What follows belongs to an exercise in optimizing a design on an open flow for small area, a short achievable clock period and few clock cycles; a production flow would make more cautious choices.
RTL that was checked went through simulation tests only; none was proved equivalent to the original.
Power is estimated from default activity; no workload was simulated.

==> module simple_cpu, before the edit <==
module simple_cpu (
    input clk,
    input rst_n,
    input instr_valid,
    input [15:0] instr,
    output instr_ready,
    input [7:0] mem_rdata,
    input mem_ready,
    output reg mem_req,
    output reg mem_we,
    output [7:0] mem_addr,
    output [7:0] mem_wdata,
    output reg done,
    output reg [3:0] flags   
);
  reg [7:0] regfile[0:7];
  reg x_alu;   
  reg x_fix;   
  reg [2:0] x_rd;
  reg [3:0] x_imm;
  reg c_add, c_sub, c_g, c_p, c_shl, c_shr;
  reg [7:0] opa;   
  reg [7:0] opb;   
  reg a_c4;   
  integer i;
  wire x_ld = mem_req & ~mem_we;
  wire mwait = mem_req & ~mem_ready;
  wire stall = x_fix | mwait;
  assign instr_ready = ~stall;
  wire accept = instr_valid & ~stall;
  assign mem_wdata = opa;
  assign mem_addr = {opb[7:4] + {3'b000, a_c4}, opb[3:0]};
  wire [7:0] bx = opb ^ {8{c_sub}};
  wire [7:0] p = opa ^ bx;
  wire [7:0] g = opa & bx;
  wire [7:0] g1, p1, g2, p2, g3, p3;
  genvar k;
  generate
    for (k = 0; k < 8; k = k + 1) begin : pfx
      if (k % 2 == 1) begin : l1a
        assign g1[k] = g[k] | (p[k] & g[k-1]);
        assign p1[k] = p[k] & p[k-1];
      end else begin : l1b
        assign g1[k] = g[k];
        assign p1[k] = p[k];
      end
      if (k % 4 >= 2) begin : l2a
        assign g2[k] = g1[k] | (p1[k] & g1[(k/4)*4+1]);
        assign p2[k] = p1[k] & p1[(k/4)*4+1];
      end else begin : l2b
        assign g2[k] = g1[k];
        assign p2[k] = p1[k];
      end
      if (k >= 4) begin : l3a
        assign g3[k] = g2[k] | (p2[k] & g2[3]);
        assign p3[k] = p2[k] & p2[3];
      end else begin : l3b
        assign g3[k] = g2[k];
        assign p3[k] = p2[k];
      end
    end
  endgenerate
  wire [7:0] cy = {g3[6:0] | (p3[6:0] & {7{c_sub}}), c_sub};
  wire [7:0] sum = p ^ cy;
  wire [2:0] rot = opb[2:0];
  wire [7:0] r1 = rot[0] ? {opa[6:0], opa[7]} : opa;
  wire [7:0] r2 = rot[1] ? {r1[5:0], r1[7:6]} : r1;
  wire [7:0] r3 = rot[2] ? {r2[3:0], r2[7:4]} : r2;
  reg [7:0] shmask;
  always @(*) begin
    for (i = 0; i < 8; i = i + 1)
      shmask[i] = (c_shl & (i >= rot)) | (c_shr & ((rot == 3'd0) | (i < rot)));
  end
  wire [7:0] alu_res = ({8{c_add}} & sum) | ({8{c_g}} & g) | ({8{c_p}} & p) |
                       (shmask & r3);
  wire [7:0] wr_val = alu_res | ({8{x_ld}} & mem_rdata);
  wire wr_en = x_alu | (x_ld & mem_ready);
  wire [3:0] i_op = instr[15:12];
  wire [2:0] i_rd = instr[11:9];
  wire [2:0] i_rs = instr[7:5];
  wire [3:0] i_imm = instr[3:0];
  wire i_alu = (i_op >= 4'h1) && (i_op <= 4'h8);
  wire i_mem = (i_op == 4'h9) || (i_op == 4'hA);
  wire i_immop = (i_op == 4'h6) || (i_op == 4'h7) || (i_op == 4'h8);
  wire [2:0] ra = i_rd;
  wire [2:0] rb = i_rs;
  wire [3:0] ri = i_imm;
  wire [7:0] ra_oh = 8'b1 << ra;
  wire [7:0] rb_oh = 8'b1 << rb;
  reg [7:0] rf_a, rf_b;
  always @(*) begin
    rf_a = 8'h00;
    rf_b = 8'h00;
    for (i = 0; i < 8; i = i + 1) begin
      rf_a = rf_a | ({8{ra_oh[i]}} & regfile[i]);
      rf_b = rf_b | ({8{rb_oh[i]}} & regfile[i]);
    end
  end
  wire [3:0] lp = rf_b[3:0] ^ ri;
  wire [3:0] lg = rf_b[3:0] & ri;
  wire lc1 = lg[0];
  wire lc2 = lg[1] | (lp[1] & lg[0]);
  wire lc3 = lg[2] | (lp[2] & lg[1]) | (lp[2] & lp[1] & lg[0]);
  wire lc4 = lg[3] | (lp[3] & lg[2]) | (lp[3] & lp[2] & lg[1]) | (lp[3] & lp[2] & lp[1] & lg[0]);
  wire [4:0] lo = {lc4, lp[3] ^ lc3, lp[2] ^ lc2, lp[1] ^ lc1, lp[0]};
  wire [4:0] lo_fix = {1'b0, opb[3:0]} + {1'b0, x_imm};
  wire fwd_a = wr_en && (x_rd == i_rd);
  wire hz_b = wr_en && (x_rd == i_rs);   
  wire fwd_b = hz_b && !i_immop;
  wire [2:0] i_rot = (i_op == 4'h8) ? 3'd0 - i_imm[2:0] : i_imm[2:0];
  wire [7:0] opb_rf = i_mem ? {rf_b[7:4], lo[3:0]} : (i_immop ? {4'h0, i_imm[3], i_rot} : rf_b);
  always @(posedge clk) begin
    c_add <= accept & ((i_op == 4'h1) || (i_op == 4'h2) || (i_op == 4'h6));
    c_sub <= accept & (i_op == 4'h2);
    c_g   <= accept & ((i_op == 4'h3) || (i_op == 4'h4));   
    c_p   <= accept & ((i_op == 4'h4) || (i_op == 4'h5));   
    c_shl <= accept & (i_op == 4'h7) & !i_imm[3];
    c_shr <= accept & (i_op == 4'h8) & !i_imm[3];
    opa <= ({8{stall}} & opa) | ({8{~stall & fwd_a}} & wr_val) | ({8{~stall & ~fwd_a}} & rf_a);
    opb <= ({8{mwait}} & opb) | ({8{x_fix}} & {opb[7:4], lo_fix[3:0]}) |
           ({8{~stall & fwd_b}} & wr_val) | ({8{~stall & ~fwd_b}} & opb_rf);
    a_c4 <= (mwait & a_c4) | (x_fix & lo_fix[4]) | (~stall & lo[4]);
    x_imm <= i_imm;   
    if (!stall) begin
      x_rd  <= i_rd;
      mem_we <= (i_op == 4'hA);
    end
  end
  always @(posedge clk or negedge rst_n) begin
    if (!rst_n) begin
      x_alu <= 1'b0;
      x_fix <= 1'b0;
      mem_req <= 1'b0;
      done <= 1'b0;
      flags <= 4'b0;
      for (i = 0; i < 8; i = i + 1) regfile[i] <= 8'h0;
    end else begin
      x_alu <= accept & i_alu;
      if (x_fix) begin
        x_fix <= 1'b0;
        mem_req <= 1'b1;
      end else if (!mwait) begin
        x_fix <= accept & i_mem & hz_b;
        mem_req <= accept & i_mem & ~hz_b;
      end
      if (accept && i_op == 4'hF) done <= 1'b1;
      if (wr_en) regfile[x_rd] <= wr_val;
      if (x_alu) begin
        flags[3] <= (alu_res == 8'h0);
        flags[2] <= alu_res[7];
      end
    end
  end
endmodule
export LEC_CHECK = 0
export ABC_AREA = 1
export CAP_MARGIN = 20
export CORE_MARGIN = 2
export CORE_UTILIZATION = 40
export CTS_BUF_LIST = sky130_fd_sc_hd__clkbuf_8
export CTS_CLUSTER_SIZE = 30
export SETUP_SLACK_MARGIN = 2.45
export SLEW_MARGIN = 20
create_clock -name core_clock -period 5.0 [get_ports {clk}]
standard.sh (not shown) runs the stock make flow with config.mk's settings and CLKGATE_MAP_FILE= SYNTH_SCRIPT=/design/flow/synth_recipe.tcl, a recipe that flattens the netlist after the stock synthesis.
==> flow/flow/run.sh <==
#!/bin/bash
# Standard layout, with plain buf_1 cells as the port buffers and resizing not
# held to each cell's footprint.
set -euo pipefail
bash standard.sh "BUFFER_PORTS_ARGS=-buffer_cell sky130_fd_sc_hd__buf_1" MATCH_CELL_FOOTPRINT=0 finish > make_finish.log 2>&1
Testbench counts at the start, summed over its fixed seeds: cycles 4,970.
Next try:
--- a/flow/design.v
+++ b/flow/design.v
@@ -117,15 +117,15 @@
     c_shl <= accept & (i_op == 4'h7) & !i_imm[3];
     c_shr <= accept & (i_op == 4'h8) & !i_imm[3];
     opa <= ({8{stall}} & opa) | ({8{~stall & fwd_a}} & wr_val) | ({8{~stall & ~fwd_a}} & rf_a);
     opb <= ({8{mwait}} & opb) | ({8{x_fix}} & {opb[7:4], lo_fix[3:0]}) |
            ({8{~stall & fwd_b}} & wr_val) | ({8{~stall & ~fwd_b}} & opb_rf);
     a_c4 <= (mwait & a_c4) | (x_fix & lo_fix[4]) | (~stall & lo[4]);
-    x_imm <= i_imm;   
     if (!stall) begin
       x_rd  <= i_rd;
+      x_imm <= i_imm;
       mem_we <= (i_op == 4'hA);
     end
   end
   always @(posedge clk or negedge rst_n) begin
     if (!rst_n) begin
       x_alu <= 1'b0;
Outcome: The changed run passed the timing, DRC and antenna checks; global-route usage rises by 0.87 points; combinational power rises by a few percent; first-iteration DRC count falls by a quarter to a third; synthesized cell count falls slightly; clock power rises by a few percent; count of clock-buffer cells in the layout does not change; sequential cell count does not change.
Testbench counts after the change, summed over its fixed seeds: cycles 4,970.

The RTL this note starts from:
==> flow/design.v <==
module simple_cpu (
    input clk,
    input rst_n,
    input instr_valid,
    input [15:0] instr,
    output instr_ready,
    input [7:0] mem_rdata,
    input mem_ready,
    output reg mem_req,
    output reg mem_we,
    output [7:0] mem_addr,
    output [7:0] mem_wdata,
    output reg done,
    output reg [3:0] flags   
);
  reg [7:0] regfile[0:7];
  reg x_alu;   
  reg x_fix;   
  reg [2:0] x_rd;
  reg [3:0] x_imm;
  reg c_add, c_sub, c_and, c_or, c_xor, c_shl, c_shr;
  reg [7:0] opa;   
  reg [7:0] opb;   
  reg a_c4;   
  integer i;
  wire x_ld = mem_req & ~mem_we;
  wire mwait = mem_req & ~mem_ready;
  wire stall = x_fix | mwait;
  assign instr_ready = ~stall;
  wire accept = instr_valid & ~stall;
  assign mem_wdata = opa;
  assign mem_addr = {opb[7:4] + {3'b000, a_c4}, opb[3:0]};
  wire [8:0] sum9 = {opa, 1'b1} + {opb ^ {8{c_sub}}, c_sub};
  wire [7:0] sum = sum9[8:1];
  wire [7:0] shl = opa << opb[2:0];
  wire [7:0] shr = opa >> opb[2:0];
  wire [7:0] alu_res = ({8{c_add}} & sum) | ({8{c_and}} & (opa & opb)) |
                       ({8{c_or}} & (opa | opb)) | ({8{c_xor}} & (opa ^ opb)) |
                       ({8{c_shl}} & shl) | ({8{c_shr}} & shr);
  wire [7:0] wr_val = alu_res | ({8{x_ld}} & mem_rdata);
  wire wr_en = x_alu | (x_ld & mem_ready);
  wire [3:0] i_op = instr[15:12];
  wire [2:0] i_rd = instr[11:9];
  wire [2:0] i_rs = instr[7:5];
  wire [3:0] i_imm = instr[3:0];
  wire i_alu = (i_op >= 4'h1) && (i_op <= 4'h8);
  wire i_mem = (i_op == 4'h9) || (i_op == 4'hA);
  wire i_immop = (i_op == 4'h6) || (i_op == 4'h7) || (i_op == 4'h8);
  wire [2:0] ra = i_rd;
  wire [2:0] rb = i_rs;
  wire [3:0] ri = i_imm;
  wire [7:0] ra_oh = 8'b1 << ra;
  wire [7:0] rb_oh = 8'b1 << rb;
  reg [7:0] rf_a, rf_b;
  always @(*) begin
    rf_a = 8'h00;
    rf_b = 8'h00;
    for (i = 0; i < 8; i = i + 1) begin
      rf_a = rf_a | ({8{ra_oh[i]}} & regfile[i]);
      rf_b = rf_b | ({8{rb_oh[i]}} & regfile[i]);
    end
  end
  wire [3:0] lp = rf_b[3:0] ^ ri;
  wire [3:0] lg = rf_b[3:0] & ri;
  wire lc1 = lg[0];
  wire lc2 = lg[1] | (lp[1] & lg[0]);
  wire lc3 = lg[2] | (lp[2] & lg[1]) | (lp[2] & lp[1] & lg[0]);
  wire lc4 = lg[3] | (lp[3] & lg[2]) | (lp[3] & lp[2] & lg[1]) | (lp[3] & lp[2] & lp[1] & lg[0]);
  wire [4:0] lo = {lc4, lp[3] ^ lc3, lp[2] ^ lc2, lp[1] ^ lc1, lp[0]};
  wire [4:0] lo_fix = {1'b0, opb[3:0]} + {1'b0, x_imm};
  wire fwd_a = wr_en && (x_rd == i_rd);
  wire hz_b = wr_en && (x_rd == i_rs);   
  wire fwd_b = hz_b && !i_immop;
  wire [7:0] opb_rf = i_mem ? {rf_b[7:4], lo[3:0]} : (i_immop ? {4'h0, i_imm} : rf_b);
  always @(posedge clk) begin
    c_add <= accept & ((i_op == 4'h1) || (i_op == 4'h2) || (i_op == 4'h6));
    c_sub <= accept & (i_op == 4'h2);
    c_and <= accept & (i_op == 4'h3);
    c_or  <= accept & (i_op == 4'h4);
    c_xor <= accept & (i_op == 4'h5);
    c_shl <= accept & (i_op == 4'h7) & !i_imm[3];
    c_shr <= accept & (i_op == 4'h8) & !i_imm[3];
    opa <= ({8{stall}} & opa) | ({8{~stall & fwd_a}} & wr_val) | ({8{~stall & ~fwd_a}} & rf_a);
    opb <= ({8{mwait}} & opb) | ({8{x_fix}} & {opb[7:4], lo_fix[3:0]}) |
           ({8{~stall & fwd_b}} & wr_val) | ({8{~stall & ~fwd_b}} & opb_rf);
    a_c4 <= (mwait & a_c4) | (x_fix & lo_fix[4]) | (~stall & lo[4]);
    if (!stall) begin
      x_rd  <= i_rd;
      x_imm <= i_imm;
      mem_we <= (i_op == 4'hA);
    end
  end
  always @(posedge clk or negedge rst_n) begin
    if (!rst_n) begin
      x_alu <= 1'b0;
      x_fix <= 1'b0;
      mem_req <= 1'b0;
      done <= 1'b0;
      flags <= 4'b0;
      for (i = 0; i < 8; i = i + 1) regfile[i] <= 8'h0;
    end else begin
      x_alu <= accept & i_alu;
      if (x_fix) begin
        x_fix <= 1'b0;
        mem_req <= 1'b1;
      end else if (!mwait) begin
        x_fix <= accept & i_mem & hz_b;
        mem_req <= accept & i_mem & ~hz_b;
      end
      if (accept && i_op == 4'hF) done <= 1'b1;
      if (wr_en) regfile[x_rd] <= wr_val;
      if (x_alu) begin
        flags[3] <= (alu_res == 8'h0);
        flags[2] <= alu_res[7];
      end
    end
  end
endmodule
make LEC_CHECK=0 ABC_AREA=1 CAP_MARGIN=20 CORE_MARGIN=2 CORE_UTILIZATION=40 SETUP_SLACK_MARGIN=2.45 SLEW_MARGIN=20 finish   # period 5.0 ns
run.sh (not shown) runs the stock make flow with config.mk's settings and CLKGATE_MAP_FILE= SYNTH_SCRIPT=/design/flow/synth_recipe.tcl, a recipe that flattens the netlist after the stock synthesis.
Stock flow here: none of the scripts above is used.
Testbench counts at the start, summed over its fixed seeds: cycles 4,970.
Next try:
--- a/flow/design.v
+++ b/flow/design.v
@@ -14,12 +14,13 @@
     output reg [3:0] flags   
 );
   reg [7:0] regfile[0:7];
   reg x_alu;   
   reg x_fix;   
   reg [2:0] x_rd;
+  reg [2:0] x_rs;
   reg [3:0] x_imm;
   reg c_add, c_sub, c_and, c_or, c_xor, c_shl, c_shr;
   reg [7:0] opa;   
   reg [7:0] opb;   
   reg a_c4;   
   integer i;
@@ -43,15 +44,16 @@
   wire [2:0] i_rd = instr[11:9];
   wire [2:0] i_rs = instr[7:5];
   wire [3:0] i_imm = instr[3:0];
   wire i_alu = (i_op >= 4'h1) && (i_op <= 4'h8);
   wire i_mem = (i_op == 4'h9) || (i_op == 4'hA);
   wire i_immop = (i_op == 4'h6) || (i_op == 4'h7) || (i_op == 4'h8);
-  wire [2:0] ra = i_rd;
-  wire [2:0] rb = i_rs;
-  wire [3:0] ri = i_imm;
+  wire [2:0] ra = x_fix ? x_rd : i_rd;
+  wire [2:0] rb = x_fix ? x_rs : i_rs;
+  wire [3:0] ri = x_fix ? x_imm : i_imm;
+  wire b_mem = x_fix | i_mem;
   wire [7:0] ra_oh = 8'b1 << ra;
   wire [7:0] rb_oh = 8'b1 << rb;
   reg [7:0] rf_a, rf_b;
   always @(*) begin
     rf_a = 8'h00;
     rf_b = 8'h00;
@@ -64,31 +66,29 @@
   wire [3:0] lg = rf_b[3:0] & ri;
   wire lc1 = lg[0];
   wire lc2 = lg[1] | (lp[1] & lg[0]);
   wire lc3 = lg[2] | (lp[2] & lg[1]) | (lp[2] & lp[1] & lg[0]);
   wire lc4 = lg[3] | (lp[3] & lg[2]) | (lp[3] & lp[2] & lg[1]) | (lp[3] & lp[2] & lp[1] & lg[0]);
   wire [4:0] lo = {lc4, lp[3] ^ lc3, lp[2] ^ lc2, lp[1] ^ lc1, lp[0]};
-  wire [4:0] lo_fix = {1'b0, opb[3:0]} + {1'b0, x_imm};
-  wire fwd_a = wr_en && (x_rd == i_rd);
-  wire hz_b = wr_en && (x_rd == i_rs);   
-  wire fwd_b = hz_b && !i_immop;
-  wire [7:0] opb_rf = i_mem ? {rf_b[7:4], lo[3:0]} : (i_immop ? {4'h0, i_imm} : rf_b);
+  wire fwd_a = wr_en && (x_rd == i_rd) && !x_fix;
+  wire fwd_b = wr_en && (x_rd == i_rs) && !i_immop && !b_mem;
+  wire [7:0] opb_rf = b_mem ? {rf_b[7:4], lo[3:0]} : (i_immop ? {4'h0, i_imm} : rf_b);
   always @(posedge clk) begin
     c_add <= accept & ((i_op == 4'h1) || (i_op == 4'h2) || (i_op == 4'h6));
     c_sub <= accept & (i_op == 4'h2);
     c_and <= accept & (i_op == 4'h3);
     c_or  <= accept & (i_op == 4'h4);
     c_xor <= accept & (i_op == 4'h5);
     c_shl <= accept & (i_op == 4'h7) & !i_imm[3];
     c_shr <= accept & (i_op == 4'h8) & !i_imm[3];
-    opa <= ({8{stall}} & opa) | ({8{~stall & fwd_a}} & wr_val) | ({8{~stall & ~fwd_a}} & rf_a);
-    opb <= ({8{mwait}} & opb) | ({8{x_fix}} & {opb[7:4], lo_fix[3:0]}) |
-           ({8{~stall & fwd_b}} & wr_val) | ({8{~stall & ~fwd_b}} & opb_rf);
-    a_c4 <= (mwait & a_c4) | (x_fix & lo_fix[4]) | (~stall & lo[4]);
+    opa <= ({8{mwait}} & opa) | ({8{~mwait & fwd_a}} & wr_val) | ({8{~mwait & ~fwd_a}} & rf_a);
+    opb <= ({8{mwait}} & opb) | ({8{~mwait & fwd_b}} & wr_val) | ({8{~mwait & ~fwd_b}} & opb_rf);
+    a_c4 <= (mwait & a_c4) | (~mwait & lo[4]);
     if (!stall) begin
       x_rd  <= i_rd;
+      x_rs  <= i_rs;
       x_imm <= i_imm;
       mem_we <= (i_op == 4'hA);
     end
   end
   always @(posedge clk or negedge rst_n) begin
     if (!rst_n) begin
@@ -101,14 +101,14 @@
     end else begin
       x_alu <= accept & i_alu;
       if (x_fix) begin
         x_fix <= 1'b0;
         mem_req <= 1'b1;
       end else if (!mwait) begin
-        x_fix <= accept & i_mem & hz_b;
-        mem_req <= accept & i_mem & ~hz_b;
+        x_fix <= accept & i_mem & wr_en & (x_rd == i_rs);
+        mem_req <= accept & i_mem & ~(wr_en & (x_rd == i_rs));
       end
       if (accept && i_op == 4'hF) done <= 1'b1;
       if (wr_en) regfile[x_rd] <= wr_val;
       if (x_alu) begin
         flags[3] <= (alu_res == 8'h0);
         flags[2] <= alu_res[7];
Result:
- The changed run passed the timing, DRC and antenna checks
- total power barely changes
- via count is higher by a few percent
- routed wire length is higher by a few percent
- first-iteration DRC count is higher by roughly a tenth
- synthesized area is higher slightly
- clock power is higher slightly
- register-to-register slack gets worse by 0.28 ns
- worst setup slack gets worse by 0.17 ns
- fmax is lower by a few percent
- count of clock-buffer cells in the layout is unchanged
- non-clock buffer count is higher by 39
- cell area is higher by a little under a tenth
- utilization is higher by 3.7 points
No functional check of the RTL was part of the second run of this note.

[afterwards: timing with drivers on the ports]
How much do the figures lean on ideal ports? The routed layouts below were timed once more, with nothing changed but the port constraints. Step 1, drivers: a clkbuf_16 drives clk and a buf_2 each remaining input, both assumed. Step 2, shift: input delay + t, output delay - t, t = (earliest + latest rising clock arrival at the registers) / 2. This alone moves slack from input paths to output paths. Three values: ideal ports, drivers, drivers and shift; two values: the first two.
run	t (ns)	setup slack, ns	worst data-port slew with drivers (ns)
the first run of note 1	0.426	2.515 / 2.495 / 2.095	0.06
the second run of note 1	0.408	2.459 / 2.442 / 2.033	0.07
the first run of note 2	0.407	2.480 / 2.432 / 2.093	0.05
the second run of note 2	0.403	2.308 / 2.302 / 1.899	0.06
After both steps setup and hold are still met in every run listed. For the second run of note 1, which loses most, drivers alone change the setup slack by -0.017 ns; drivers and shift together by -0.426 ns.
